Background: an optimization exercise with open tools, aiming at small area, a short achievable clock period and few clock cycles per item. Do not read the settings as production practice.
No functional check of the RTL was part of any run shown here.

==> flow/design.v <==
module fir_top (
    input  wire       clk,
    input  wire       resetN,
    input  wire       sampleClk,
    input  wire [7:0] sample,
    output reg  [7:0] sum,
    output reg        dav
);
   reg [7:0] h1, h2, h3, h4, h5, h6, h7, h8;
   reg [19:0] t1, t2;
   reg [8:0] q23;
   reg [8:0] q14, q16;
   reg [3:0] ic;
   wire busy = ~ic[3] | ~ic[2];
   wire en = sampleClk | busy;
   wire [7:0] xin = busy ? 8'd0 : sample;
   wire g1 = h1[0] & h2[0];
   wire p2 = h1[0] ^ h2[0];
   wire g3 = h1[1] & h2[1];
   wire p4 = h1[1] ^ h2[1];
   wire g5 = h1[2] & h2[2];
   wire p6 = h1[2] ^ h2[2];
   wire g7 = h1[3] & h2[3];
   wire p8 = h1[3] ^ h2[3];
   wire g9 = h1[4] & h2[4];
   wire p10 = h1[4] ^ h2[4];
   wire g11 = h1[5] & h2[5];
   wire p12 = h1[5] ^ h2[5];
   wire g13 = h1[6] & h2[6];
   wire p14 = h1[6] ^ h2[6];
   wire g15 = h1[7] & h2[7];
   wire p16 = h1[7] ^ h2[7];
   wire g17 = h1[7] & h2[7];
   wire p18 = h1[7] ^ h2[7];
   wire G19 = g3 | (p4 & g1);
   wire G21 = g5 | (p6 & g3);
   wire P22 = p6 & p4;
   wire G23 = g7 | (p8 & g5);
   wire P24 = p8 & p6;
   wire G25 = g9 | (p10 & g7);
   wire P26 = p10 & p8;
   wire G27 = g11 | (p12 & g9);
   wire P28 = p12 & p10;
   wire G29 = g13 | (p14 & g11);
   wire P30 = p14 & p12;
   wire G31 = g15 | (p16 & g13);
   wire P32 = p16 & p14;
   wire G33 = g17 | (p18 & g15);
   wire P34 = p18 & p16;
   wire G35 = G21 | (P22 & g1);
   wire G37 = G23 | (P24 & G19);
   wire G39 = G25 | (P26 & G21);
   wire P40 = P26 & P22;
   wire G41 = G27 | (P28 & G23);
   wire P42 = P28 & P24;
   wire G43 = G29 | (P30 & G25);
   wire P44 = P30 & P26;
   wire G45 = G31 | (P32 & G27);
   wire P46 = P32 & P28;
   wire G47 = G33 | (P34 & G29);
   wire P48 = P34 & P30;
   wire G49 = G39 | (P40 & g1);
   wire G51 = G41 | (P42 & G19);
   wire G53 = G43 | (P44 & G35);
   wire G55 = G45 | (P46 & G37);
   wire G57 = G47 | (P48 & G39);
   wire P58 = P48 & P40;
   wire G59 = G57 | (P58 & g1);
   wire [8:0] q12n;
   assign q12n[0] = p2;
   assign q12n[1] = p4 ^ g1;
   assign q12n[2] = p6 ^ G19;
   assign q12n[3] = p8 ^ G35;
   assign q12n[4] = p10 ^ G37;
   assign q12n[5] = p12 ^ G49;
   assign q12n[6] = p14 ^ G51;
   assign q12n[7] = p16 ^ G53;
   assign q12n[8] = p18 ^ G55;
   wire g61 = xin[0] & h3[0];
   wire p62 = xin[0] ^ h3[0];
   wire g63 = xin[1] & h3[1];
   wire p64 = xin[1] ^ h3[1];
   wire g65 = xin[2] & h3[2];
   wire p66 = xin[2] ^ h3[2];
   wire g67 = xin[3] & h3[3];
   wire p68 = xin[3] ^ h3[3];
   wire g69 = xin[4] & h3[4];
   wire p70 = xin[4] ^ h3[4];
   wire g71 = xin[5] & h3[5];
   wire p72 = xin[5] ^ h3[5];
   wire g73 = xin[6] & h3[6];
   wire p74 = xin[6] ^ h3[6];
   wire g75 = xin[7] & h3[7];
   wire p76 = xin[7] ^ h3[7];
   wire g77 = xin[7] & h3[7];
   wire p78 = xin[7] ^ h3[7];
   wire G79 = g63 | (p64 & g61);
   wire G81 = g65 | (p66 & g63);
   wire P82 = p66 & p64;
   wire G83 = g67 | (p68 & g65);
   wire P84 = p68 & p66;
   wire G85 = g69 | (p70 & g67);
   wire P86 = p70 & p68;
   wire G87 = g71 | (p72 & g69);
   wire P88 = p72 & p70;
   wire G89 = g73 | (p74 & g71);
   wire P90 = p74 & p72;
   wire G91 = g75 | (p76 & g73);
   wire P92 = p76 & p74;
   wire G93 = g77 | (p78 & g75);
   wire P94 = p78 & p76;
   wire G95 = G81 | (P82 & g61);
   wire G97 = G83 | (P84 & G79);
   wire G99 = G85 | (P86 & G81);
   wire P100 = P86 & P82;
   wire G101 = G87 | (P88 & G83);
   wire P102 = P88 & P84;
   wire G103 = G89 | (P90 & G85);
   wire P104 = P90 & P86;
   wire G105 = G91 | (P92 & G87);
   wire P106 = P92 & P88;
   wire G107 = G93 | (P94 & G89);
   wire P108 = P94 & P90;
   wire G109 = G99 | (P100 & g61);
   wire G111 = G101 | (P102 & G79);
   wire G113 = G103 | (P104 & G95);
   wire G115 = G105 | (P106 & G97);
   wire G117 = G107 | (P108 & G99);
   wire P118 = P108 & P100;
   wire G119 = G117 | (P118 & g61);
   wire [8:0] q14n;
   assign q14n[0] = p62;
   assign q14n[1] = p64 ^ g61;
   assign q14n[2] = p66 ^ G79;
   assign q14n[3] = p68 ^ G95;
   assign q14n[4] = p70 ^ G97;
   assign q14n[5] = p72 ^ G109;
   assign q14n[6] = p74 ^ G111;
   assign q14n[7] = p76 ^ G113;
   assign q14n[8] = p78 ^ G115;
   wire g121 = xin[0] & h5[0];
   wire p122 = xin[0] ^ h5[0];
   wire g123 = xin[1] & h5[1];
   wire p124 = xin[1] ^ h5[1];
   wire g125 = xin[2] & h5[2];
   wire p126 = xin[2] ^ h5[2];
   wire g127 = xin[3] & h5[3];
   wire p128 = xin[3] ^ h5[3];
   wire g129 = xin[4] & h5[4];
   wire p130 = xin[4] ^ h5[4];
   wire g131 = xin[5] & h5[5];
   wire p132 = xin[5] ^ h5[5];
   wire g133 = xin[6] & h5[6];
   wire p134 = xin[6] ^ h5[6];
   wire g135 = xin[7] & h5[7];
   wire p136 = xin[7] ^ h5[7];
   wire g137 = xin[7] & h5[7];
   wire p138 = xin[7] ^ h5[7];
   wire G139 = g123 | (p124 & g121);
   wire G141 = g125 | (p126 & g123);
   wire P142 = p126 & p124;
   wire G143 = g127 | (p128 & g125);
   wire P144 = p128 & p126;
   wire G145 = g129 | (p130 & g127);
   wire P146 = p130 & p128;
   wire G147 = g131 | (p132 & g129);
   wire P148 = p132 & p130;
   wire G149 = g133 | (p134 & g131);
   wire P150 = p134 & p132;
   wire G151 = g135 | (p136 & g133);
   wire P152 = p136 & p134;
   wire G153 = g137 | (p138 & g135);
   wire P154 = p138 & p136;
   wire G155 = G141 | (P142 & g121);
   wire G157 = G143 | (P144 & G139);
   wire G159 = G145 | (P146 & G141);
   wire P160 = P146 & P142;
   wire G161 = G147 | (P148 & G143);
   wire P162 = P148 & P144;
   wire G163 = G149 | (P150 & G145);
   wire P164 = P150 & P146;
   wire G165 = G151 | (P152 & G147);
   wire P166 = P152 & P148;
   wire G167 = G153 | (P154 & G149);
   wire P168 = P154 & P150;
   wire G169 = G159 | (P160 & g121);
   wire G171 = G161 | (P162 & G139);
   wire G173 = G163 | (P164 & G155);
   wire G175 = G165 | (P166 & G157);
   wire G177 = G167 | (P168 & G159);
   wire P178 = P168 & P160;
   wire G179 = G177 | (P178 & g121);
   wire [8:0] q16n;
   assign q16n[0] = p122;
   assign q16n[1] = p124 ^ g121;
   assign q16n[2] = p126 ^ G139;
   assign q16n[3] = p128 ^ G155;
   assign q16n[4] = p130 ^ G157;
   assign q16n[5] = p132 ^ G169;
   assign q16n[6] = p134 ^ G171;
   assign q16n[7] = p136 ^ G173;
   assign q16n[8] = p138 ^ G175;
   wire s181 = 1'b1 ^ q23[1] ^ ~q14[2];
   wire c182 = (1'b1 & q23[1]) | (1'b1 & ~q14[2]) | (q23[1] & ~q14[2]);
   wire s183 = 1'b1 ^ q23[2] ^ ~q23[0];
   wire c184 = (1'b1 & q23[2]) | (1'b1 & ~q23[0]) | (q23[2] & ~q23[0]);
   wire s185 = q14[3] ^ q14[1] ^ ~c182;
   wire c186 = (q14[3] & q14[1]) | (q14[3] & ~c182) | (q14[1] & ~c182);
   wire s187 = 1'b1 ^ q23[3] ^ ~q23[1];
   wire c188 = (1'b1 & q23[3]) | (1'b1 & ~q23[1]) | (q23[3] & ~q23[1]);
   wire s189 = q14[4] ^ q14[2] ^ q14[0];
   wire c190 = (q14[4] & q14[2]) | (q14[4] & q14[0]) | (q14[2] & q14[0]);
   wire s191 = c184 ^ s187 ^ ~s189;
   wire c192 = (c184 & s187) | (c184 & ~s189) | (s187 & ~s189);
   wire s193 = ~q23[4] ^ q23[2] ^ q14[5];
   wire c194 = (~q23[4] & q23[2]) | (~q23[4] & q14[5]) | (q23[2] & q14[5]);
   wire s195 = q14[3] ^ q14[1] ^ ~c188;
   wire c196 = (q14[3] & q14[1]) | (q14[3] & ~c188) | (q14[1] & ~c188);
   wire s197 = c190 ^ s193 ^ ~c192;
   wire c198 = (c190 & s193) | (c190 & ~c192) | (s193 & ~c192);
   wire s199 = ~q23[5] ^ q23[3] ^ q14[6];
   wire c200 = (~q23[5] & q23[3]) | (~q23[5] & q14[6]) | (q23[3] & q14[6]);
   wire s201 = q14[4] ^ q14[2] ^ c194;
   wire c202 = (q14[4] & q14[2]) | (q14[4] & c194) | (q14[2] & c194);
   wire s203 = s199 ^ c196 ^ s201;
   wire c204 = (s199 & c196) | (s199 & s201) | (c196 & s201);
   wire s205 = 1'b1 ^ q23[6] ^ ~q23[4];
   wire c206 = (1'b1 & q23[6]) | (1'b1 & ~q23[4]) | (q23[6] & ~q23[4]);
   wire s207 = q23[0] ^ q14[7] ^ q14[5];
   wire c208 = (q23[0] & q14[7]) | (q23[0] & q14[5]) | (q14[7] & q14[5]);
   wire s209 = q14[3] ^ c200 ^ ~s205;
   wire c210 = (q14[3] & c200) | (q14[3] & ~s205) | (c200 & ~s205);
   wire s211 = s207 ^ c202 ^ s209;
   wire c212 = (s207 & c202) | (s207 & s209) | (c202 & s209);
   wire s213 = 1'b1 ^ q23[7] ^ ~q23[5];
   wire c214 = (1'b1 & q23[7]) | (1'b1 & ~q23[5]) | (q23[7] & ~q23[5]);
   wire s215 = q23[1] ^ q14[6] ^ q14[4];
   wire c216 = (q23[1] & q14[6]) | (q23[1] & q14[4]) | (q14[6] & q14[4]);
   wire s217 = q14[8] ^ q14[0] ^ c206;
   wire c218 = (q14[8] & q14[0]) | (q14[8] & c206) | (q14[0] & c206);
   wire s219 = c208 ^ ~s213 ^ s215;
   wire c220 = (c208 & ~s213) | (c208 & s215) | (~s213 & s215);
   wire s221 = c210 ^ ~s217 ^ s219;
   wire c222 = (c210 & ~s217) | (c210 & s219) | (~s217 & s219);
   wire s223 = q23[8] ^ q23[6] ^ q23[2];
   wire c224 = (q23[8] & q23[6]) | (q23[8] & q23[2]) | (q23[6] & q23[2]);
   wire s225 = q14[7] ^ q14[5] ^ ~q14[1];
   wire c226 = (q14[7] & q14[5]) | (q14[7] & ~q14[1]) | (q14[5] & ~q14[1]);
   wire s227 = ~c214 ^ c216 ^ s223;
   wire c228 = (~c214 & c216) | (~c214 & s223) | (c216 & s223);
   wire s229 = s225 ^ ~c218 ^ c220;
   wire c230 = (s225 & ~c218) | (s225 & c220) | (~c218 & c220);
   wire s231 = s227 ^ c222 ^ s229;
   wire c232 = (s227 & c222) | (s227 & s229) | (c222 & s229);
   wire s233 = q23[7] ^ q23[3] ^ q14[6];
   wire c234 = (q23[7] & q23[3]) | (q23[7] & q14[6]) | (q23[3] & q14[6]);
   wire s235 = q23[0] ^ q14[8] ^ q14[2];
   wire c236 = (q23[0] & q14[8]) | (q23[0] & q14[2]) | (q14[8] & q14[2]);
   wire s237 = c224 ^ c226 ^ s233;
   wire c238 = (c224 & c226) | (c224 & s233) | (c226 & s233);
   wire s239 = ~s235 ^ c228 ^ s237;
   wire c240 = (~s235 & c228) | (~s235 & s237) | (c228 & s237);
   wire s241 = ~c230 ^ ~s239;
   wire c242 = ~c230 & ~s239;
   wire s243 = q23[8] ^ q23[1] ^ q14[3];
   wire c244 = (q23[8] & q23[1]) | (q23[8] & q14[3]) | (q23[1] & q14[3]);
   wire s245 = q23[4] ^ q14[7] ^ c234;
   wire c246 = (q23[4] & q14[7]) | (q23[4] & c234) | (q14[7] & c234);
   wire s247 = c236 ^ s243 ^ ~c238;
   wire c248 = (c236 & s243) | (c236 & ~c238) | (s243 & ~c238);
   wire s249 = s245 ^ c240 ^ ~s247;
   wire c250 = (s245 & c240) | (s245 & ~s247) | (c240 & ~s247);
   wire s251 = ~q23[5] ^ q23[2] ^ q14[8];
   wire c252 = (~q23[5] & q23[2]) | (~q23[5] & q14[8]) | (q23[2] & q14[8]);
   wire s253 = q14[4] ^ c244 ^ s251;
   wire c254 = (q14[4] & c244) | (q14[4] & s251) | (c244 & s251);
   wire s255 = ~c246 ^ s253 ^ c248;
   wire c256 = (~c246 & s253) | (~c246 & c248) | (s253 & c248);
   wire s257 = 1'b1 ^ ~q23[6] ^ q23[3];
   wire c258 = (1'b1 & ~q23[6]) | (1'b1 & q23[3]) | (~q23[6] & q23[3]);
   wire s259 = q14[5] ^ c252 ^ s257;
   wire c260 = (q14[5] & c252) | (q14[5] & s257) | (c252 & s257);
   wire s261 = c254 ^ s259;
   wire c262 = c254 & s259;
   wire s263 = 1'b1 ^ ~q23[7] ^ q23[4];
   wire c264 = (1'b1 & ~q23[7]) | (1'b1 & q23[4]) | (~q23[7] & q23[4]);
   wire s265 = q14[6] ^ c258 ^ s263;
   wire c266 = (q14[6] & c258) | (q14[6] & s263) | (c258 & s263);
   wire s267 = c260 ^ s265;
   wire c268 = c260 & s265;
   wire s269 = q23[8] ^ q23[5] ^ q14[7];
   wire c270 = (q23[8] & q23[5]) | (q23[8] & q14[7]) | (q23[5] & q14[7]);
   wire s271 = c264 ^ s269 ^ c266;
   wire c272 = (c264 & s269) | (c264 & c266) | (s269 & c266);
   wire s273 = q23[6] ^ ~q14[8] ^ c270;
   wire c274 = (q23[6] & ~q14[8]) | (q23[6] & c270) | (~q14[8] & c270);
   wire s275 = 1'b1 ^ q23[7] ^ c274;
   wire c276 = (1'b1 & q23[7]) | (1'b1 & c274) | (q23[7] & c274);
   wire g277 = ~q14[0] & 1'b1;
   wire p278 = ~q14[0] ^ 1'b1;
   wire g279 = q23[0] & ~q14[1];
   wire p280 = q23[0] ^ ~q14[1];
   wire g281 = ~q14[0] & s181;
   wire p282 = ~q14[0] ^ s181;
   wire g283 = s183 & ~s185;
   wire p284 = s183 ^ ~s185;
   wire g285 = ~c186 & s191;
   wire p286 = ~c186 ^ s191;
   wire g287 = ~s195 & ~s197;
   wire p288 = ~s195 ^ ~s197;
   wire g289 = ~c198 & ~s203;
   wire p290 = ~c198 ^ ~s203;
   wire g291 = ~c204 & ~s211;
   wire p292 = ~c204 ^ ~s211;
   wire g293 = ~c212 & ~s221;
   wire p294 = ~c212 ^ ~s221;
   wire g295 = ~c232 & s241;
   wire p296 = ~c232 ^ s241;
   wire g297 = c242 & ~s249;
   wire p298 = c242 ^ ~s249;
   wire g299 = ~c250 & s255;
   wire p300 = ~c250 ^ s255;
   wire g301 = c256 & s261;
   wire p302 = c256 ^ s261;
   wire g303 = c262 & s267;
   wire p304 = c262 ^ s267;
   wire g305 = c268 & s271;
   wire p306 = c268 ^ s271;
   wire g307 = c272 & s273;
   wire p308 = c272 ^ s273;
   wire g309 = ~q23[8] & c276;
   wire p310 = ~q23[8] ^ c276;
   wire G311 = g279 | (p280 & g277);
   wire G313 = g281 | (p282 & g279);
   wire P314 = p282 & p280;
   wire G315 = g283 | (p284 & g281);
   wire P316 = p284 & p282;
   wire G317 = g285 | (p286 & g283);
   wire P318 = p286 & p284;
   wire G319 = g287 | (p288 & g285);
   wire P320 = p288 & p286;
   wire G321 = g289 | (p290 & g287);
   wire P322 = p290 & p288;
   wire G323 = g291 | (p292 & g289);
   wire P324 = p292 & p290;
   wire G325 = g293 | (p294 & g291);
   wire P326 = p294 & p292;
   wire G327 = 1'b0 | (~s231 & g293);
   wire P328 = ~s231 & p294;
   wire G329 = g295 | (p296 & 1'b0);
   wire P330 = p296 & ~s231;
   wire G331 = g297 | (p298 & g295);
   wire P332 = p298 & p296;
   wire G333 = g299 | (p300 & g297);
   wire P334 = p300 & p298;
   wire G335 = g301 | (p302 & g299);
   wire P336 = p302 & p300;
   wire G337 = g303 | (p304 & g301);
   wire P338 = p304 & p302;
   wire G339 = g305 | (p306 & g303);
   wire P340 = p306 & p304;
   wire G341 = g307 | (p308 & g305);
   wire P342 = p308 & p306;
   wire G343 = 1'b0 | (s275 & g307);
   wire P344 = s275 & p308;
   wire G345 = g309 | (p310 & 1'b0);
   wire P346 = p310 & s275;
   wire G347 = 1'b0 | (1'b1 & g309);
   wire P348 = 1'b1 & p310;
   wire G349 = G313 | (P314 & g277);
   wire G351 = G315 | (P316 & G311);
   wire G353 = G317 | (P318 & G313);
   wire P354 = P318 & P314;
   wire G355 = G319 | (P320 & G315);
   wire P356 = P320 & P316;
   wire G357 = G321 | (P322 & G317);
   wire P358 = P322 & P318;
   wire G359 = G323 | (P324 & G319);
   wire P360 = P324 & P320;
   wire G361 = G325 | (P326 & G321);
   wire P362 = P326 & P322;
   wire G363 = G327 | (P328 & G323);
   wire P364 = P328 & P324;
   wire G365 = G329 | (P330 & G325);
   wire P366 = P330 & P326;
   wire G367 = G331 | (P332 & G327);
   wire P368 = P332 & P328;
   wire G369 = G333 | (P334 & G329);
   wire P370 = P334 & P330;
   wire G371 = G335 | (P336 & G331);
   wire P372 = P336 & P332;
   wire G373 = G337 | (P338 & G333);
   wire P374 = P338 & P334;
   wire G375 = G339 | (P340 & G335);
   wire P376 = P340 & P336;
   wire G377 = G341 | (P342 & G337);
   wire P378 = P342 & P338;
   wire G379 = G343 | (P344 & G339);
   wire P380 = P344 & P340;
   wire G381 = G345 | (P346 & G341);
   wire P382 = P346 & P342;
   wire G383 = G347 | (P348 & G343);
   wire P384 = P348 & P344;
   wire G385 = G353 | (P354 & g277);
   wire G387 = G355 | (P356 & G311);
   wire G389 = G357 | (P358 & G349);
   wire G391 = G359 | (P360 & G351);
   wire G393 = G361 | (P362 & G353);
   wire P394 = P362 & P354;
   wire G395 = G363 | (P364 & G355);
   wire P396 = P364 & P356;
   wire G397 = G365 | (P366 & G357);
   wire P398 = P366 & P358;
   wire G399 = G367 | (P368 & G359);
   wire P400 = P368 & P360;
   wire G401 = G369 | (P370 & G361);
   wire P402 = P370 & P362;
   wire G403 = G371 | (P372 & G363);
   wire P404 = P372 & P364;
   wire G405 = G373 | (P374 & G365);
   wire P406 = P374 & P366;
   wire G407 = G375 | (P376 & G367);
   wire P408 = P376 & P368;
   wire G409 = G377 | (P378 & G369);
   wire P410 = P378 & P370;
   wire G411 = G379 | (P380 & G371);
   wire P412 = P380 & P372;
   wire G413 = G381 | (P382 & G373);
   wire P414 = P382 & P374;
   wire G415 = G383 | (P384 & G375);
   wire P416 = P384 & P376;
   wire G417 = G393 | (P394 & g277);
   wire G419 = G395 | (P396 & G311);
   wire G421 = G397 | (P398 & G349);
   wire G423 = G399 | (P400 & G351);
   wire G425 = G401 | (P402 & G385);
   wire G427 = G403 | (P404 & G387);
   wire G429 = G405 | (P406 & G389);
   wire G431 = G407 | (P408 & G391);
   wire G433 = G409 | (P410 & G393);
   wire P434 = P410 & P394;
   wire G435 = G411 | (P412 & G395);
   wire P436 = P412 & P396;
   wire G437 = G413 | (P414 & G397);
   wire P438 = P414 & P398;
   wire G439 = G415 | (P416 & G399);
   wire P440 = P416 & P400;
   wire G441 = G433 | (P434 & g277);
   wire G443 = G435 | (P436 & G311);
   wire G445 = G437 | (P438 & G349);
   wire G447 = G439 | (P440 & G351);
   wire [19:0] t2Next;
   assign t2Next[0] = p278;
   assign t2Next[1] = p280 ^ g277;
   assign t2Next[2] = p282 ^ G311;
   assign t2Next[3] = p284 ^ G349;
   assign t2Next[4] = p286 ^ G351;
   assign t2Next[5] = p288 ^ G385;
   assign t2Next[6] = p290 ^ G387;
   assign t2Next[7] = p292 ^ G389;
   assign t2Next[8] = p294 ^ G391;
   assign t2Next[9] = ~s231 ^ G417;
   assign t2Next[10] = p296 ^ G419;
   assign t2Next[11] = p298 ^ G421;
   assign t2Next[12] = p300 ^ G423;
   assign t2Next[13] = p302 ^ G425;
   assign t2Next[14] = p304 ^ G427;
   assign t2Next[15] = p306 ^ G429;
   assign t2Next[16] = p308 ^ G431;
   assign t2Next[17] = s275 ^ G441;
   assign t2Next[18] = p310 ^ G443;
   assign t2Next[19] = 1'b1 ^ G445;
   wire s449 = 1'b1 ^ t2[0] ^ ~h7[0];
   wire c450 = (1'b1 & t2[0]) | (1'b1 & ~h7[0]) | (t2[0] & ~h7[0]);
   wire s451 = t2[1] ^ ~h7[1];
   wire c452 = t2[1] & ~h7[1];
   wire s453 = 1'b1 ^ t2[2] ^ ~q16[0];
   wire c454 = (1'b1 & t2[2]) | (1'b1 & ~q16[0]) | (t2[2] & ~q16[0]);
   wire s455 = ~h7[2] ^ c452;
   wire c456 = ~h7[2] & c452;
   wire s457 = t2[3] ^ h7[0] ^ h8[0];
   wire c458 = (t2[3] & h7[0]) | (t2[3] & h8[0]) | (h7[0] & h8[0]);
   wire s459 = q16[1] ^ h7[3] ^ ~c454;
   wire c460 = (q16[1] & h7[3]) | (q16[1] & ~c454) | (h7[3] & ~c454);
   wire s461 = c456 ^ s457;
   wire c462 = c456 & s457;
   wire s463 = 1'b1 ^ t2[4] ^ ~q16[2];
   wire c464 = (1'b1 & t2[4]) | (1'b1 & ~q16[2]) | (t2[4] & ~q16[2]);
   wire s465 = q16[0] ^ h7[4] ^ ~h7[1];
   wire c466 = (q16[0] & h7[4]) | (q16[0] & ~h7[1]) | (h7[4] & ~h7[1]);
   wire s467 = h8[1] ^ c458 ^ s463;
   wire c468 = (h8[1] & c458) | (h8[1] & s463) | (c458 & s463);
   wire s469 = s465 ^ ~c462 ^ c460;
   wire c470 = (s465 & ~c462) | (s465 & c460) | (~c462 & c460);
   wire s471 = 1'b1 ^ t2[5] ^ ~q16[3];
   wire c472 = (1'b1 & t2[5]) | (1'b1 & ~q16[3]) | (t2[5] & ~q16[3]);
   wire s473 = q16[1] ^ h7[5] ^ h7[0];
   wire c474 = (q16[1] & h7[5]) | (q16[1] & h7[0]) | (h7[5] & h7[0]);
   wire s475 = h7[2] ^ h8[2] ^ c464;
   wire c476 = (h7[2] & h8[2]) | (h7[2] & c464) | (h8[2] & c464);
   wire s477 = c466 ^ ~s471 ^ s473;
   wire c478 = (c466 & ~s471) | (c466 & s473) | (~s471 & s473);
   wire s479 = c468 ^ s475 ^ ~s477;
   wire c480 = (c468 & s475) | (c468 & ~s477) | (s475 & ~s477);
   wire s481 = 1'b1 ^ t2[6] ^ ~q16[4];
   wire c482 = (1'b1 & t2[6]) | (1'b1 & ~q16[4]) | (t2[6] & ~q16[4]);
   wire s483 = q16[2] ^ q16[0] ^ h7[6];
   wire c484 = (q16[2] & q16[0]) | (q16[2] & h7[6]) | (q16[0] & h7[6]);
   wire s485 = h7[3] ^ ~h7[1] ^ h8[3];
   wire c486 = (h7[3] & ~h7[1]) | (h7[3] & h8[3]) | (~h7[1] & h8[3]);
   wire s487 = c472 ^ s481 ^ s485;
   wire c488 = (c472 & s481) | (c472 & s485) | (s481 & s485);
   wire s489 = c474 ^ s483 ^ ~c476;
   wire c490 = (c474 & s483) | (c474 & ~c476) | (s483 & ~c476);
   wire s491 = c478 ^ ~s487 ^ s489;
   wire c492 = (c478 & ~s487) | (c478 & s489) | (~s487 & s489);
   wire s493 = 1'b1 ^ t2[7] ^ ~q16[5];
   wire c494 = (1'b1 & t2[7]) | (1'b1 & ~q16[5]) | (t2[7] & ~q16[5]);
   wire s495 = q16[3] ^ q16[1] ^ h7[2];
   wire c496 = (q16[3] & q16[1]) | (q16[3] & h7[2]) | (q16[1] & h7[2]);
   wire s497 = h7[7] ^ h7[4] ^ h8[4];
   wire c498 = (h7[7] & h7[4]) | (h7[7] & h8[4]) | (h7[4] & h8[4]);
   wire s499 = c482 ^ c486 ^ s493;
   wire c500 = (c482 & c486) | (c482 & s493) | (c486 & s493);
   wire s501 = c484 ^ s495 ^ ~s497;
   wire c502 = (c484 & s495) | (c484 & ~s497) | (s495 & ~s497);
   wire s503 = c488 ^ s499 ^ ~s501;
   wire c504 = (c488 & s499) | (c488 & ~s501) | (s499 & ~s501);
   wire s505 = ~c490 ^ s503;
   wire c506 = ~c490 & s503;
   wire s507 = 1'b1 ^ t2[8] ^ ~q16[6];
   wire c508 = (1'b1 & t2[8]) | (1'b1 & ~q16[6]) | (t2[8] & ~q16[6]);
   wire s509 = q16[4] ^ q16[2] ^ h7[3];
   wire c510 = (q16[4] & q16[2]) | (q16[4] & h7[3]) | (q16[2] & h7[3]);
   wire s511 = h7[5] ^ h8[5] ^ c494;
   wire c512 = (h7[5] & h8[5]) | (h7[5] & c494) | (h8[5] & c494);
   wire s513 = ~c496 ^ c498 ^ s507;
   wire c514 = (~c496 & c498) | (~c496 & s507) | (c498 & s507);
   wire s515 = s509 ^ ~c500 ^ c502;
   wire c516 = (s509 & ~c500) | (s509 & c502) | (~c500 & c502);
   wire s517 = s511 ^ s513 ^ c504;
   wire c518 = (s511 & s513) | (s511 & c504) | (s513 & c504);
   wire s519 = ~s515 ^ c506;
   wire c520 = ~s515 & c506;
   wire s521 = 1'b1 ^ t2[9] ^ ~q16[7];
   wire c522 = (1'b1 & t2[9]) | (1'b1 & ~q16[7]) | (t2[9] & ~q16[7]);
   wire s523 = q16[5] ^ q16[3] ^ h7[4];
   wire c524 = (q16[5] & q16[3]) | (q16[5] & h7[4]) | (q16[3] & h7[4]);
   wire s525 = h7[6] ^ h8[6] ^ c508;
   wire c526 = (h7[6] & h8[6]) | (h7[6] & c508) | (h8[6] & c508);
   wire s527 = c510 ^ ~s521 ^ s523;
   wire c528 = (c510 & ~s521) | (c510 & s523) | (~s521 & s523);
   wire s529 = c512 ^ c514 ^ s525;
   wire c530 = (c512 & c514) | (c512 & s525) | (c514 & s525);
   wire s531 = s527 ^ c516 ^ ~s529;
   wire c532 = (s527 & c516) | (s527 & ~s529) | (c516 & ~s529);
   wire s533 = c518 ^ ~s531;
   wire c534 = c518 & ~s531;
   wire s535 = t2[10] ^ q16[8] ^ ~q16[6];
   wire c536 = (t2[10] & q16[8]) | (t2[10] & ~q16[6]) | (q16[8] & ~q16[6]);
   wire s537 = q16[4] ^ h7[7] ^ h7[5];
   wire c538 = (q16[4] & h7[7]) | (q16[4] & h7[5]) | (h7[7] & h7[5]);
   wire s539 = h8[7] ^ ~c522 ^ c524;
   wire c540 = (h8[7] & ~c522) | (h8[7] & c524) | (~c522 & c524);
   wire s541 = s535 ^ ~s537 ^ c526;
   wire c542 = (s535 & ~s537) | (s535 & c526) | (~s537 & c526);
   wire s543 = c528 ^ s539 ^ ~c530;
   wire c544 = (c528 & s539) | (c528 & ~c530) | (s539 & ~c530);
   wire s545 = ~s541 ^ c532 ^ s543;
   wire c546 = (~s541 & c532) | (~s541 & s543) | (c532 & s543);
   wire s547 = ~t2[11] ^ q16[7] ^ q16[5];
   wire c548 = (~t2[11] & q16[7]) | (~t2[11] & q16[5]) | (q16[7] & q16[5]);
   wire s549 = h7[6] ^ ~c536 ^ c538;
   wire c550 = (h7[6] & ~c536) | (h7[6] & c538) | (~c536 & c538);
   wire s551 = s547 ^ c540 ^ s549;
   wire c552 = (s547 & c540) | (s547 & s549) | (c540 & s549);
   wire s553 = ~c542 ^ s551 ^ c544;
   wire c554 = (~c542 & s551) | (~c542 & c544) | (s551 & c544);
   wire s555 = 1'b1 ^ t2[12] ^ q16[8];
   wire c556 = (1'b1 & t2[12]) | (1'b1 & q16[8]) | (t2[12] & q16[8]);
   wire s557 = q16[6] ^ ~h7[7] ^ c548;
   wire c558 = (q16[6] & ~h7[7]) | (q16[6] & c548) | (~h7[7] & c548);
   wire s559 = ~s555 ^ c550 ^ s557;
   wire c560 = (~s555 & c550) | (~s555 & s557) | (c550 & s557);
   wire s561 = ~c552 ^ ~s559;
   wire c562 = ~c552 & ~s559;
   wire s563 = t2[13] ^ ~q16[7] ^ c556;
   wire c564 = (t2[13] & ~q16[7]) | (t2[13] & c556) | (~q16[7] & c556);
   wire s565 = c558 ^ ~s563 ^ c560;
   wire c566 = (c558 & ~s563) | (c558 & c560) | (~s563 & c560);
   wire s567 = t2[14] ^ q16[8] ^ c564;
   wire c568 = (t2[14] & q16[8]) | (t2[14] & c564) | (q16[8] & c564);
   wire s569 = 1'b1 ^ t2[15] ^ c568;
   wire c570 = (1'b1 & t2[15]) | (1'b1 & c568) | (t2[15] & c568);
   wire s571 = 1'b1 ^ t2[16] ^ c570;
   wire c572 = (1'b1 & t2[16]) | (1'b1 & c570) | (t2[16] & c570);
   wire s573 = 1'b1 ^ t2[17] ^ c572;
   wire c574 = (1'b1 & t2[17]) | (1'b1 & c572) | (t2[17] & c572);
   wire s575 = 1'b1 ^ t2[18] ^ c574;
   wire c576 = (1'b1 & t2[18]) | (1'b1 & c574) | (t2[18] & c574);
   wire g577 = c450 & s451;
   wire p578 = c450 ^ s451;
   wire g579 = s453 & s455;
   wire p580 = s453 ^ s455;
   wire g581 = ~s459 & s461;
   wire p582 = ~s459 ^ s461;
   wire g583 = s467 & ~s469;
   wire p584 = s467 ^ ~s469;
   wire g585 = ~c470 & s479;
   wire p586 = ~c470 ^ s479;
   wire g587 = c480 & ~s491;
   wire p588 = c480 ^ ~s491;
   wire g589 = ~c492 & s505;
   wire p590 = ~c492 ^ s505;
   wire g591 = s517 & s519;
   wire p592 = s517 ^ s519;
   wire g593 = c520 & s533;
   wire p594 = c520 ^ s533;
   wire g595 = c534 & ~s545;
   wire p596 = c534 ^ ~s545;
   wire g597 = ~c546 & ~s553;
   wire p598 = ~c546 ^ ~s553;
   wire g599 = ~c554 & s561;
   wire p600 = ~c554 ^ s561;
   wire g601 = c562 & ~s565;
   wire p602 = c562 ^ ~s565;
   wire g603 = ~c566 & s567;
   wire p604 = ~c566 ^ s567;
   wire g605 = ~t2[19] & c576;
   wire p606 = ~t2[19] ^ c576;
   wire G607 = g577 | (p578 & 1'b0);
   wire G609 = g579 | (p580 & g577);
   wire P610 = p580 & p578;
   wire G611 = g581 | (p582 & g579);
   wire P612 = p582 & p580;
   wire G613 = g583 | (p584 & g581);
   wire P614 = p584 & p582;
   wire G615 = g585 | (p586 & g583);
   wire P616 = p586 & p584;
   wire G617 = g587 | (p588 & g585);
   wire P618 = p588 & p586;
   wire G619 = g589 | (p590 & g587);
   wire P620 = p590 & p588;
   wire G621 = g591 | (p592 & g589);
   wire P622 = p592 & p590;
   wire G623 = g593 | (p594 & g591);
   wire P624 = p594 & p592;
   wire G625 = g595 | (p596 & g593);
   wire P626 = p596 & p594;
   wire G627 = g597 | (p598 & g595);
   wire P628 = p598 & p596;
   wire G629 = g599 | (p600 & g597);
   wire P630 = p600 & p598;
   wire G631 = g601 | (p602 & g599);
   wire P632 = p602 & p600;
   wire G633 = g603 | (p604 & g601);
   wire P634 = p604 & p602;
   wire G635 = 1'b0 | (s569 & g603);
   wire P636 = s569 & p604;
   wire G637 = 1'b0 | (s571 & 1'b0);
   wire P638 = s571 & s569;
   wire G639 = 1'b0 | (s573 & 1'b0);
   wire P640 = s573 & s571;
   wire G641 = 1'b0 | (s575 & 1'b0);
   wire P642 = s575 & s573;
   wire G643 = g605 | (p606 & 1'b0);
   wire P644 = p606 & s575;
   wire G645 = G609 | (P610 & 1'b0);
   wire G647 = G611 | (P612 & G607);
   wire G649 = G613 | (P614 & G609);
   wire P650 = P614 & P610;
   wire G651 = G615 | (P616 & G611);
   wire P652 = P616 & P612;
   wire G653 = G617 | (P618 & G613);
   wire P654 = P618 & P614;
   wire G655 = G619 | (P620 & G615);
   wire P656 = P620 & P616;
   wire G657 = G621 | (P622 & G617);
   wire P658 = P622 & P618;
   wire G659 = G623 | (P624 & G619);
   wire P660 = P624 & P620;
   wire G661 = G625 | (P626 & G621);
   wire P662 = P626 & P622;
   wire G663 = G627 | (P628 & G623);
   wire P664 = P628 & P624;
   wire G665 = G629 | (P630 & G625);
   wire P666 = P630 & P626;
   wire G667 = G631 | (P632 & G627);
   wire P668 = P632 & P628;
   wire G669 = G633 | (P634 & G629);
   wire P670 = P634 & P630;
   wire G671 = G635 | (P636 & G631);
   wire P672 = P636 & P632;
   wire G673 = G637 | (P638 & G633);
   wire P674 = P638 & P634;
   wire G675 = G639 | (P640 & G635);
   wire P676 = P640 & P636;
   wire G677 = G641 | (P642 & G637);
   wire P678 = P642 & P638;
   wire G679 = G643 | (P644 & G639);
   wire P680 = P644 & P640;
   wire G681 = G649 | (P650 & 1'b0);
   wire G683 = G651 | (P652 & G607);
   wire G685 = G653 | (P654 & G645);
   wire G687 = G655 | (P656 & G647);
   wire G689 = G657 | (P658 & G649);
   wire P690 = P658 & P650;
   wire G691 = G659 | (P660 & G651);
   wire P692 = P660 & P652;
   wire G693 = G661 | (P662 & G653);
   wire P694 = P662 & P654;
   wire G695 = G663 | (P664 & G655);
   wire P696 = P664 & P656;
   wire G697 = G665 | (P666 & G657);
   wire P698 = P666 & P658;
   wire G699 = G667 | (P668 & G659);
   wire P700 = P668 & P660;
   wire G701 = G669 | (P670 & G661);
   wire P702 = P670 & P662;
   wire G703 = G671 | (P672 & G663);
   wire P704 = P672 & P664;
   wire G705 = G673 | (P674 & G665);
   wire P706 = P674 & P666;
   wire G707 = G675 | (P676 & G667);
   wire P708 = P676 & P668;
   wire G709 = G677 | (P678 & G669);
   wire P710 = P678 & P670;
   wire G711 = G679 | (P680 & G671);
   wire P712 = P680 & P672;
   wire G713 = G689 | (P690 & 1'b0);
   wire G715 = G691 | (P692 & G607);
   wire G717 = G693 | (P694 & G645);
   wire G719 = G695 | (P696 & G647);
   wire G721 = G697 | (P698 & G681);
   wire G723 = G699 | (P700 & G683);
   wire G725 = G701 | (P702 & G685);
   wire G727 = G703 | (P704 & G687);
   wire G729 = G705 | (P706 & G689);
   wire P730 = P706 & P690;
   wire G731 = G707 | (P708 & G691);
   wire P732 = P708 & P692;
   wire G733 = G709 | (P710 & G693);
   wire P734 = P710 & P694;
   wire G735 = G711 | (P712 & G695);
   wire P736 = P712 & P696;
   wire G737 = G729 | (P730 & 1'b0);
   wire G739 = G731 | (P732 & G607);
   wire G741 = G733 | (P734 & G645);
   wire G743 = G735 | (P736 & G647);
   wire [19:0] t1Next;
   assign t1Next[0] = s449;
   assign t1Next[1] = p578 ^ 1'b0;
   assign t1Next[2] = p580 ^ G607;
   assign t1Next[3] = p582 ^ G645;
   assign t1Next[4] = p584 ^ G647;
   assign t1Next[5] = p586 ^ G681;
   assign t1Next[6] = p588 ^ G683;
   assign t1Next[7] = p590 ^ G685;
   assign t1Next[8] = p592 ^ G687;
   assign t1Next[9] = p594 ^ G713;
   assign t1Next[10] = p596 ^ G715;
   assign t1Next[11] = p598 ^ G717;
   assign t1Next[12] = p600 ^ G719;
   assign t1Next[13] = p602 ^ G721;
   assign t1Next[14] = p604 ^ G723;
   assign t1Next[15] = s569 ^ G725;
   assign t1Next[16] = s571 ^ G727;
   assign t1Next[17] = s573 ^ G737;
   assign t1Next[18] = s575 ^ G739;
   assign t1Next[19] = p606 ^ G741;
   wire s745 = 1'b1 ^ t1[0] ^ ~h1[0];
   wire c746 = (1'b1 & t1[0]) | (1'b1 & ~h1[0]) | (t1[0] & ~h1[0]);
   wire s747 = t1[1] ^ ~h1[1];
   wire c748 = t1[1] & ~h1[1];
   wire s749 = t1[2] ^ ~h1[2];
   wire c750 = t1[2] & ~h1[2];
   wire s751 = t1[3] ^ ~h1[3] ^ h1[0];
   wire c752 = (t1[3] & ~h1[3]) | (t1[3] & h1[0]) | (~h1[3] & h1[0]);
   wire s753 = t1[4] ^ ~h1[4] ^ h1[1];
   wire c754 = (t1[4] & ~h1[4]) | (t1[4] & h1[1]) | (~h1[4] & h1[1]);
   wire s755 = 1'b1 ^ t1[5] ^ ~h1[5];
   wire c756 = (1'b1 & t1[5]) | (1'b1 & ~h1[5]) | (t1[5] & ~h1[5]);
   wire s757 = h1[2] ^ ~h1[0] ^ c754;
   wire c758 = (h1[2] & ~h1[0]) | (h1[2] & c754) | (~h1[0] & c754);
   wire s759 = t1[6] ^ ~h1[6] ^ h1[3];
   wire c760 = (t1[6] & ~h1[6]) | (t1[6] & h1[3]) | (~h1[6] & h1[3]);
   wire s761 = ~h1[1] ^ c756 ^ s759;
   wire c762 = (~h1[1] & c756) | (~h1[1] & s759) | (c756 & s759);
   wire s763 = 1'b1 ^ t1[7] ^ h1[7];
   wire c764 = (1'b1 & t1[7]) | (1'b1 & h1[7]) | (t1[7] & h1[7]);
   wire s765 = h1[4] ^ ~h1[2] ^ c760;
   wire c766 = (h1[4] & ~h1[2]) | (h1[4] & c760) | (~h1[2] & c760);
   wire s767 = s763 ^ c762 ^ s765;
   wire c768 = (s763 & c762) | (s763 & s765) | (c762 & s765);
   wire s769 = 1'b1 ^ t1[8] ^ h1[5];
   wire c770 = (1'b1 & t1[8]) | (1'b1 & h1[5]) | (t1[8] & h1[5]);
   wire s771 = ~h1[3] ^ c764 ^ s769;
   wire c772 = (~h1[3] & c764) | (~h1[3] & s769) | (c764 & s769);
   wire s773 = c766 ^ s771;
   wire c774 = c766 & s771;
   wire s775 = 1'b1 ^ t1[9] ^ h1[6];
   wire c776 = (1'b1 & t1[9]) | (1'b1 & h1[6]) | (t1[9] & h1[6]);
   wire s777 = ~h1[4] ^ c770 ^ s775;
   wire c778 = (~h1[4] & c770) | (~h1[4] & s775) | (c770 & s775);
   wire s779 = c772 ^ s777;
   wire c780 = c772 & s777;
   wire s781 = ~t1[10] ^ h1[7] ^ h1[5];
   wire c782 = (~t1[10] & h1[7]) | (~t1[10] & h1[5]) | (h1[7] & h1[5]);
   wire s783 = c776 ^ ~s781 ^ c778;
   wire c784 = (c776 & ~s781) | (c776 & c778) | (~s781 & c778);
   wire s785 = 1'b1 ^ t1[11] ^ ~h1[6];
   wire c786 = (1'b1 & t1[11]) | (1'b1 & ~h1[6]) | (t1[11] & ~h1[6]);
   wire s787 = ~c782 ^ s785;
   wire c788 = ~c782 & s785;
   wire s789 = t1[12] ^ h1[7] ^ c786;
   wire c790 = (t1[12] & h1[7]) | (t1[12] & c786) | (h1[7] & c786);
   wire s791 = 1'b1 ^ t1[13] ^ c790;
   wire c792 = (1'b1 & t1[13]) | (1'b1 & c790) | (t1[13] & c790);
   wire s793 = 1'b1 ^ t1[14] ^ c792;
   wire c794 = (1'b1 & t1[14]) | (1'b1 & c792) | (t1[14] & c792);
   wire s795 = 1'b1 ^ t1[15] ^ c794;
   wire c796 = (1'b1 & t1[15]) | (1'b1 & c794) | (t1[15] & c794);
   wire s797 = 1'b1 ^ t1[16] ^ c796;
   wire c798 = (1'b1 & t1[16]) | (1'b1 & c796) | (t1[16] & c796);
   wire s799 = 1'b1 ^ t1[17] ^ c798;
   wire c800 = (1'b1 & t1[17]) | (1'b1 & c798) | (t1[17] & c798);
   wire s801 = 1'b1 ^ t1[18] ^ c800;
   wire c802 = (1'b1 & t1[18]) | (1'b1 & c800) | (t1[18] & c800);
   wire g803 = c746 & s747;
   wire p804 = c746 ^ s747;
   wire g805 = c748 & s749;
   wire p806 = c748 ^ s749;
   wire g807 = c750 & s751;
   wire p808 = c750 ^ s751;
   wire g809 = c752 & s753;
   wire p810 = c752 ^ s753;
   wire g811 = s755 & s757;
   wire p812 = s755 ^ s757;
   wire g813 = c758 & s761;
   wire p814 = c758 ^ s761;
   wire g815 = c768 & s773;
   wire p816 = c768 ^ s773;
   wire g817 = c774 & s779;
   wire p818 = c774 ^ s779;
   wire g819 = c780 & s783;
   wire p820 = c780 ^ s783;
   wire g821 = c784 & s787;
   wire p822 = c784 ^ s787;
   wire g823 = c788 & s789;
   wire p824 = c788 ^ s789;
   wire g825 = ~t1[19] & c802;
   wire p826 = ~t1[19] ^ c802;
   wire G827 = g803 | (p804 & 1'b0);
   wire G829 = g805 | (p806 & g803);
   wire P830 = p806 & p804;
   wire G831 = g807 | (p808 & g805);
   wire P832 = p808 & p806;
   wire G833 = g809 | (p810 & g807);
   wire P834 = p810 & p808;
   wire G835 = g811 | (p812 & g809);
   wire P836 = p812 & p810;
   wire G837 = g813 | (p814 & g811);
   wire P838 = p814 & p812;
   wire G839 = 1'b0 | (s767 & g813);
   wire P840 = s767 & p814;
   wire G841 = g815 | (p816 & 1'b0);
   wire P842 = p816 & s767;
   wire G843 = g817 | (p818 & g815);
   wire P844 = p818 & p816;
   wire G845 = g819 | (p820 & g817);
   wire P846 = p820 & p818;
   wire G847 = g821 | (p822 & g819);
   wire P848 = p822 & p820;
   wire G849 = g823 | (p824 & g821);
   wire P850 = p824 & p822;
   wire G851 = 1'b0 | (s791 & g823);
   wire P852 = s791 & p824;
   wire G853 = 1'b0 | (s793 & 1'b0);
   wire P854 = s793 & s791;
   wire G855 = 1'b0 | (s795 & 1'b0);
   wire P856 = s795 & s793;
   wire G857 = 1'b0 | (s797 & 1'b0);
   wire P858 = s797 & s795;
   wire G859 = 1'b0 | (s799 & 1'b0);
   wire P860 = s799 & s797;
   wire G861 = 1'b0 | (s801 & 1'b0);
   wire P862 = s801 & s799;
   wire G863 = g825 | (p826 & 1'b0);
   wire P864 = p826 & s801;
   wire G865 = G829 | (P830 & 1'b0);
   wire G867 = G831 | (P832 & G827);
   wire G869 = G833 | (P834 & G829);
   wire P870 = P834 & P830;
   wire G871 = G835 | (P836 & G831);
   wire P872 = P836 & P832;
   wire G873 = G837 | (P838 & G833);
   wire P874 = P838 & P834;
   wire G875 = G839 | (P840 & G835);
   wire P876 = P840 & P836;
   wire G877 = G841 | (P842 & G837);
   wire P878 = P842 & P838;
   wire G879 = G843 | (P844 & G839);
   wire P880 = P844 & P840;
   wire G881 = G845 | (P846 & G841);
   wire P882 = P846 & P842;
   wire G883 = G847 | (P848 & G843);
   wire P884 = P848 & P844;
   wire G885 = G849 | (P850 & G845);
   wire P886 = P850 & P846;
   wire G887 = G851 | (P852 & G847);
   wire P888 = P852 & P848;
   wire G889 = G853 | (P854 & G849);
   wire P890 = P854 & P850;
   wire G891 = G855 | (P856 & G851);
   wire P892 = P856 & P852;
   wire G893 = G857 | (P858 & G853);
   wire P894 = P858 & P854;
   wire G895 = G859 | (P860 & G855);
   wire P896 = P860 & P856;
   wire G897 = G861 | (P862 & G857);
   wire P898 = P862 & P858;
   wire G899 = G863 | (P864 & G859);
   wire P900 = P864 & P860;
   wire G901 = G869 | (P870 & 1'b0);
   wire G903 = G871 | (P872 & G827);
   wire G905 = G873 | (P874 & G865);
   wire G907 = G875 | (P876 & G867);
   wire G909 = G877 | (P878 & G869);
   wire P910 = P878 & P870;
   wire G911 = G879 | (P880 & G871);
   wire P912 = P880 & P872;
   wire G913 = G881 | (P882 & G873);
   wire P914 = P882 & P874;
   wire G915 = G883 | (P884 & G875);
   wire P916 = P884 & P876;
   wire G917 = G885 | (P886 & G877);
   wire P918 = P886 & P878;
   wire G919 = G887 | (P888 & G879);
   wire P920 = P888 & P880;
   wire G921 = G889 | (P890 & G881);
   wire P922 = P890 & P882;
   wire G923 = G891 | (P892 & G883);
   wire P924 = P892 & P884;
   wire G925 = G893 | (P894 & G885);
   wire P926 = P894 & P886;
   wire G927 = G895 | (P896 & G887);
   wire P928 = P896 & P888;
   wire G929 = G897 | (P898 & G889);
   wire P930 = P898 & P890;
   wire G931 = G899 | (P900 & G891);
   wire P932 = P900 & P892;
   wire G933 = G909 | (P910 & 1'b0);
   wire G935 = G911 | (P912 & G827);
   wire G937 = G913 | (P914 & G865);
   wire G939 = G915 | (P916 & G867);
   wire G941 = G917 | (P918 & G901);
   wire G943 = G919 | (P920 & G903);
   wire G945 = G921 | (P922 & G905);
   wire G947 = G923 | (P924 & G907);
   wire G949 = G925 | (P926 & G909);
   wire P950 = P926 & P910;
   wire G951 = G927 | (P928 & G911);
   wire P952 = P928 & P912;
   wire G953 = G929 | (P930 & G913);
   wire P954 = P930 & P914;
   wire G955 = G931 | (P932 & G915);
   wire P956 = P932 & P916;
   wire G957 = G949 | (P950 & 1'b0);
   wire G959 = G951 | (P952 & G827);
   wire G961 = G953 | (P954 & G865);
   wire G963 = G955 | (P956 & G867);
   wire [19:0] r;
   assign r[0] = s745;
   assign r[1] = p804 ^ 1'b0;
   assign r[2] = p806 ^ G827;
   assign r[3] = p808 ^ G865;
   assign r[4] = p810 ^ G867;
   assign r[5] = p812 ^ G901;
   assign r[6] = p814 ^ G903;
   assign r[7] = s767 ^ G905;
   assign r[8] = p816 ^ G907;
   assign r[9] = p818 ^ G933;
   assign r[10] = p820 ^ G935;
   assign r[11] = p822 ^ G937;
   assign r[12] = p824 ^ G939;
   assign r[13] = s791 ^ G941;
   assign r[14] = s793 ^ G943;
   assign r[15] = s795 ^ G945;
   assign r[16] = s797 ^ G947;
   assign r[17] = s799 ^ G957;
   assign r[18] = s801 ^ G959;
   assign r[19] = p826 ^ G961;
   wire [8:0] lo = {1'b0, r[10:3]} + {1'b0, sample};
   wire a7 = lo[7];
   wire up = lo[8] & ~sample[7];
   wire dn = ~lo[8] & sample[7];
   wire [8:0] hi = r[19:11];
   wire [8:0] hiM = hi - 9'd1;
   wire [8:0] hiP = hi + 9'd1;
   wire [7:0] hiP2 = hi[7:0] + 8'd2;
   function [7:0] sat(input [8:0] v, input [7:0] r);
      sat = (!v[8] && v[7]) ? 8'h7f : (v[8] && !v[7]) ? 8'h80 : r;
   endfunction
   wire [7:0] oM0 = sat(hiM, hiM[7:0]);
   wire [7:0] oM1 = sat(hiM, hi[7:0]);
   wire [7:0] oZ0 = sat(hi, hi[7:0]);
   wire [7:0] oZ1 = sat(hi, hiP[7:0]);
   wire [7:0] oP0 = sat(hiP, hiP[7:0]);
   wire [7:0] oP1 = sat(hiP, hiP2);
   wire [7:0] oM = a7 ? oM1 : oM0;
   wire [7:0] oZ = a7 ? oZ1 : oZ0;
   wire [7:0] oP = a7 ? oP1 : oP0;
   wire [7:0] sumNext = up ? oP : dn ? oM : oZ;
   always @(posedge clk, negedge resetN)
     if (!resetN) begin
        ic <= 4'd0;
        dav <= 1'b0;
     end else begin
        if (busy) ic <= ic + 4'd1;
        dav <= sampleClk & ~busy;
     end
   always @(posedge clk) begin
      sum <= sumNext;
      if (en) begin
         t1 <= t1Next;
         t2 <= t2Next;
         q23 <= q12n;
         q14 <= q14n;
         q16 <= q16n;
         h1 <= xin; h2 <= h1; h3 <= h2; h4 <= h3;
         h5 <= h4; h6 <= h5; h7 <= h6; h8 <= h7;
      end
   end
endmodule
==> flow/run.sh <==
#!/bin/bash
# synth_recipe.tcl (not shown) runs the flow's synth.tcl, then flattens the netlist and writes it again
# the make line also repeats each setting of config.mk as NAME=value (left out here)
make -C /OpenROAD-flow-scripts/flow DESIGN_CONFIG=/design/flow/config.mk WORK_HOME=/design/flow/orfs CLKGATE_MAP_FILE= SYNTH_SCRIPT=/design/flow/synth_recipe.tcl finish
==> flow/config.mk <==
export PLATFORM = sky130hd
export DESIGN_NAME = fir_top
export DESIGN_NICKNAME = fir_top
export VERILOG_FILES = /design/flow/design.v
export SDC_FILE = /design/flow/constraint.sdc
export NUM_CORES = 4
export LEC_CHECK = 0
export CAP_MARGIN = 20
export CORE_MARGIN = 2
export CORE_UTILIZATION = 40
export SETUP_SLACK_MARGIN = 5
export SLEW_MARGIN = 20
==> flow/constraint.sdc <==
create_clock -name core_clock -period 10.0 [get_ports {clk}]
set_input_delay 2.0000 -clock core_clock [delete_from_list [all_inputs] [get_ports {clk}]]
set_output_delay 2.0000 -clock core_clock [all_outputs]
set_load 0.01 [all_outputs]
==> flow_summary.ini, run 1 <==
[run_status]
status = complete, no violations

[timing]
post-route-period-util = 0.4938
tightest_slew_ns = 1.035
finalSetupViolations = 0
max_freq_ghz = 0.2025
hold_violations = 0
whs_ns = 0.4172
drv_slew = 0
fin_skew_ns = 0.01951
slew_headroom = 0.3075
rsz0062_at_grt = true
setup_tns_ns = 0
fin_crit_ns = 4.938

[critical_path]
max_stage_delay_ns = 0.56
setup.worst_path.start_class = flop
arrival_ns = 5.24
required_ns = 10.30
crit_chain = fa_1, fa_2, ha_4, nand2_4, o31a_4, buf_4, nand2b_1, xnor2_1, ha_1, nor2_1, nor3_1, a311o_2, or3_4, nand4_1, a31oi_2, xor2_1, a2bb2oi_1, o31ai_1
path_max_fanout = 7
critPathKind = flop to flop
slowest_stage = fa_1
worstSetupEndpointType = flop

[synthesis]
synth_mux_area_frac = 0.003745
synth_cell_type_count = 76
synth_area_um2 = 11690
ys_ff_latch = 144
synth_edf_count = 131
synthAdderAreaFrac = 0.2994
yosysSeqAreaShare = 0.3608
avgSynthCellArea_um2 = 10.88
yosys.area_share.xor_xnor = 0.05918
synthTopCellsByArea = edfxtp_1 (34%), fa_1 (17%), ha_1 (13%)
synth_top_area_share = 0.3364
synth_top_family_by_area = adder cells
synthArstFlopShare = 0.03472
syn_inst = 1075
synth.largest_area_cell = edfxtp_1
synth_flop_cell = edfxtp_1
yosys.area_share.simple = 0.08154
synth_nets = 1307
ys_warn_count = 1
synth_compound_area_frac = 0.1134

[place]
gp_congestion = 0.8636
io_buffer_count = 19
dp_hpwl_mm = 20.71

[worst_hold_path]
hold_class = flop to flop

[clocking]
insertion_delay_ns = 0.43
clk_pin_slew_ns = 0.07
cts_sinks = 144
cts_buffers = 17
hold_buffers = 0
cts_htree_levels = 4
clockBufferDepth = 2
cts_tree = done
root_buffer = clkbuf_16

[detailed_routing]
firstDrtPassIters = 5
drc = 0
drt_iter0_markers = 483
vias_per_cell = 5.053
wl_per_cell_um = 17.16
wirelength_mm = 26.29
vias = 7741
ant_nets = 0

[global_routing]
antenna_found_initial = 0
grt_start_max_net_pins = 83
grt-ovfl-total = 0
grt.total_usage = 0.1771
grt_pass1_wl_mm = 42.10
grt_pass1_vias = 7845

[cells_and_area]
layout_commonest_cell = inv_1
n_antenna_cell = 0
drive_above_1_share = 0.1220
syn_to_final_growth_pct = 15.60
fillCellCount = 2636
final_nets = 1367
mostFrequentLayoutCells = inv_1 (239), edfxtp_1 (131), ha_1 (117), fa_1 (96), xnor2_1 (60)

[floorplanning]
row_count = 62
floorplan.initialDensity = 0.4063
chipHeight_um = 175.0
core_um2 = 28780
die_area_um2 = 30610
die_x_um = 175.0
num_io_pins = 20

[run]
maxCapViolCount = 0
synthesized netlist by cell type (6+ instances only):
cell	number
a211oi_1	7
a21boi_0	7
a21o_1	10
a21oi_1	49
a31oi_1	7
and3_1	9
clkbuf_1	8
dfxtp_1	8
edfxtp_1	131
fa_1	98
ha_1	123
inv_1	241
nand2_1	36
nand3_1	15
nor2_1	51
nor2b_1	14
nor3_1	16
o211ai_1	6
o21a_1	9
o21ai_0	32
o21bai_1	8
o32ai_1	7
or3_1	6
xnor2_1	62
xor2_1	12
final timing paths:
check | slack [ns] | start | depth (start not counted) | end
worst min-delay path | 0.42 | h4[7]$_DFFE_PP_ | 0 | h5[7]$_DFFE_PP_
worst min register to register | 0.42 | h4[7]$_DFFE_PP_ | 0 | h5[7]$_DFFE_PP_
worst max register to register | 5.06 | h1[3]$_DFFE_PP_ | 18 | sum[6]$_DFF_P_
max in group asynchronous | 8.02 | resetN | 1 | ic[0]$_DFFE_PN0P_
worst max-delay path | 5.06 | h1[3]$_DFFE_PP_ | 18 | sum[6]$_DFF_P_
min in group asynchronous | 1.79 | resetN | 1 | ic[1]$_DFFE_PN0P_
per-stage QoR:
step	instances	area (µm²)	setup slack, ns	util
5_1_grt	1532	13520	4.799	0.4697
3_5_place_dp	1468	12340	4.446	0.4286
3_3_place_gp	1468	12330	4.546	0.4284
2_1_floorplan	1075	11690	5.274	-
6_report	1532	13520	5.062	0.4697
4_1_cts	1512	13150	4.999	0.4570
cells by family after synthesis:
group,Yosys count
buf+inv,254
fa+ha+maj,221
compound gates,189
simple gates,187
flops,144
xor+xnor,76
mux,4
final cells by class:
| class | count | area [µm²] | area share |
|---|---|---|---|
| multi-input combinational | 678 | 6842 | 0.5062 |
| sequential | 144 | 4219 | 0.3121 |
| inverter | 243 | 912.1 | 0.06748 |
| tap | 384 | 480.5 | 0.03555 |
| timing repair buffer | 51 | 442.9 | 0.03277 |
| clock buffer | 17 | 425.4 | 0.03147 |
| clock inverter | 15 | 195.2 | 0.01444 |
metal layers:
metal / vias up / share of wire / global-route usage
met2: 133 / 0.49 / 0.2933
met1: 3804 / 0.46 / 0.2435
met5: - / 0 / 0
met4: 0 / 0.019 / 0.05174
met3: 35 / 0.032 / 0.02393
li1: 3769 / - / -
worst max-delay path: cells and delay by family (launching register included):
kind / cells / cell delay, ns
AOI/OAI and AO/OA: 5 / 1.13
xor gates and xnor gates: 2 / 0.29
adders and majority gates: 4 / 1.54
buffers and inverters: 1 / 0.15
DFF: 1 / 0.45
and+or+nand+nor: 6 / 1.26
registers in the layout (all words and copies together) (netlist names):
name,cells
t2,20
h4,8
h1,8
h3,8
h5,8
ic,4
h6,8
q14,9
t1,20
q23,9
h8,8
h2,8
dav,1
q16,9
sum,8
h7,8
repair_timing:
item / in CTS / in global routing
cloned: 0 / 1
setup buffers: 12 / 19
setup endpoints to repair: 8 / 9
pin swaps: 6 / 22
resized for setup: 19 / 43
==> run 2: changes to the inputs <==
--- a/flow/config.mk
+++ b/flow/config.mk
@@ -9,4 +9,3 @@
 export CORE_MARGIN = 2
 export CORE_UTILIZATION = 40
-export SETUP_SLACK_MARGIN = 5
 export SLEW_MARGIN = 20
==> run 2 against run 1 <==
Net effect: clock skew grew 0.0014 ns; non-clock buffer count shrank 31; worst setup slack lost 0.50 ns; hold slack gained 0.0017 ns; critical endpoint unchanged; largest cell class unchanged.
==> flow_summary.ini, run 2 <==
[synthesis]
synth_top_family_by_area = adder cells
synth_area_um2 = 11690
synth_nets = 1307
yosys.area_share.xor_xnor = 0.05918
synth_mux_area_frac = 0.003745
synth_top_area_share = 0.3364
synth_flop_cell = edfxtp_1
synthTopCellsByArea = edfxtp_1 (34%), fa_1 (17%), ha_1 (13%)
synth_cell_type_count = 76
synth_common_cells = inv_1 (241), edfxtp_1 (131), ha_1 (123), fa_1 (98), xnor2_1 (62)
avgSynthCellArea_um2 = 10.88
syn_inst = 1075
synthAdderAreaFrac = 0.2994
yosys.area_share.simple = 0.08154
synthArstFlopShare = 0.03472
ys_ff_latch = 144
ys_warn_count = 1
yosysMostFrequentCell = inv_1
synth_compound_area_frac = 0.1134
synth_edf_count = 131
yosysSeqAreaShare = 0.3608
synth.largest_area_cell = edfxtp_1

[timing]
finalSetupViolations = 0
tightest_slew_ns = 1.034
fin_skew_ns = 0.02093
max_freq_ghz = 0.1839
rsz0062_at_grt = false
setup_ws_ns = 4.563
setup_tns_ns = 0
slew_headroom = 0.3058
drv_slew = 0
post-route-period-util = 0.5437
fin_crit_ns = 5.437
hold_violations = 0

[clocking]
cts_buffers = 17
ctsResizeCount = 0
clk_pin_slew_ns = 0.08
cts_setup_buffers = 0
root_buffer = clkbuf_16
insertion_delay_ns = 0.43
cts_sinks = 144
clockBufferDepth = 2
cts_tree = done
cts_htree_levels = 4
hold_buffers = 0

[critical_path]
path_max_fanout = 7
critPathTopFamily = compound AO/OA/AOI/OAI gates
worstSetupEndpointType = flop
critPathBufInv = 3
critPathKind = flop to flop
setup.worst_path.start_class = flop
crit_chain = inv_1, ha_1, fa_1, inv_1, ha_1, ha_1, a21o_1, a21oi_2, o21ai_0, o21ai_2, o311ai_2, inv_2, ha_1, nor2b_1, nand4_1, or4_1, o221ai_2, a2bb2oi_1, o31ai_1
arrival_ns = 5.73
max_stage_delay_ns = 0.51
path_common_cell = ha_1
slowest_stage = fa_1
required_ns = 10.30

[floorplanning]
floorplan.initialDensity = 0.4063
num_io_pins = 20
chipHeight_um = 175.0
row_count = 62
die_area_um2 = 30610
die_x_um = 175.0
core_um2 = 28780

[global_routing]
grt_start_max_net_pins = 83
grt.total_usage = 0.1760
grt_pass1_wl_mm = 41.82
grt-ovfl-total = 0
antenna_found_initial = 0
grt_pass1_vias = 7778

[place]
io_buffer_count = 19
gp_congestion = 0.8636
placed_area_um2 = 12340
place_ws_ns = 4.446
dp_hpwl_mm = 20.71

[run]
maxCapViolCount = 0

[detailed_routing]
vias_per_cell = 5.010
drc = 0
wl_per_cell_um = 17.00
drt_iter0_markers = 506
ant_nets = 0
wirelength_mm = 25.51
firstDrtPassIters = 5
vias = 7515

[cells_and_area]
syn_to_final_growth_pct = 10.87
final_nets = 1335
drive_above_1_share = 0.05824
seq_area_um2 = 4219
reg_top3 = t1 (20), t2 (20)
n_antenna_cell = 0
multi_input_area_um2 = 6534
fillCellCount = 2675
mostFrequentLayoutCells = inv_1 (241), edfxtp_1 (131), ha_1 (123), fa_1 (98), xnor2_1 (62)
stdcell_area_um2 = 12960
layout_commonest_cell = inv_1

[worst_hold_path]
hold_class = flop to flop

[run_status]
status = complete, no violations
==> run 2: final cells by class <==
cell class              count  area share
multi-input cells         677      0.5040
inverters                 243     0.07036
well taps                 384     0.03706
clock inverters            15     0.01506
flip-flops and latches    144      0.3255
repair buffers             20     0.01525
clock buffers              17     0.03282
==> run 2: routing by layer <==
layer / routed length, µm / track usage / up-vias
met5: 0 / 0 / -
met4: 529 / 0.05139 / 0
met3: 712 / 0.02328 / 33
met2: 12270 / 0.2910 / 116
met1: 12000 / 0.2426 / 3661
li1: - / - / 3705
==> run 2: worst paths after layout <==
kind                                 startpoint                end  slack, ns  cells past startpoint
worst max-delay path            h1[5]$_DFFE_PP_     sum[6]$_DFF_P_       4.56                     19
worst min-delay path            h6[5]$_DFFE_PP_    h7[5]$_DFFE_PP_       0.42                      0
worst max register to register  h1[5]$_DFFE_PP_     sum[6]$_DFF_P_       4.56                     19
worst min register to register  h6[5]$_DFFE_PP_    h7[5]$_DFFE_PP_       0.42                      0
max in group asynchronous                resetN  ic[0]$_DFFE_PN0P_       8.02                      1
min in group asynchronous                resetN  ic[1]$_DFFE_PN0P_       1.79                      1
==> run 2: kinds of logic (layout without fill, tap and decap cells) <==
group           Yosys count  in the layout
compound gates          189            189
xor+xnor                 76             76
fa+ha+maj               221            221
buf+inv                 254            295
flops                   144            144
mux                       4              4
simple gates            187            187
==> run 2: metrics by stage <==
| step | hold slack [ns] | utilization | instances |
|---|---|---|---|
| floorplan | 0.4003 | - | 1075 |
| global route | 0.4270 | 0.4504 | 1500 |
| finish | 0.4189 | 0.4504 | 1500 |
| CTS | 0.4196 | 0.4502 | 1500 |
| global placement | 0.4010 | 0.4284 | 1468 |
| detailed placement | 0.4045 | 0.4286 | 1468 |
==> run 2: worst register-to-register path, delay by kind of cell (launching register included) <==
kind	cells	cell delay [ns]
compound gates	8	1.83
flops	1	0.50
buf+inv	3	0.38
simple gates	3	1.00
fa+ha+maj	5	1.60

==> separate check: timing with driven ports <==
The flow's constraints put no driver on any port. The routed layouts listed below were extracted and timed again, unchanged, in two steps.
Step 1, drivers: a clkbuf_16 drives clk and a buf_2 each remaining input, both assumed.
Step 2 adds t to the input delays and takes it off the output delays; t is the mean of the earliest and latest rising clock arrival at the registers after step 1. Input paths then give back, and output paths get back, about the clock's delay inside the block.
a / b / c = ideal ports / drivers / drivers and shift; a / b = the first two.
run	t, ns	setup WS [ns]	slew at the worst register clock pin (ns)	worst slew at a driven data input, ns
run 1	0.466	5.062 / 5.062 / 5.041	0.07 / 0.07	0.05
run 2	0.467	4.563 / 4.563 / 4.563	0.08 / 0.08	0.04
After both steps every run listed still meets setup and hold. For run 1, which loses most, drivers alone change the setup slack by 0.000 ns; drivers and shift together by -0.021 ns.
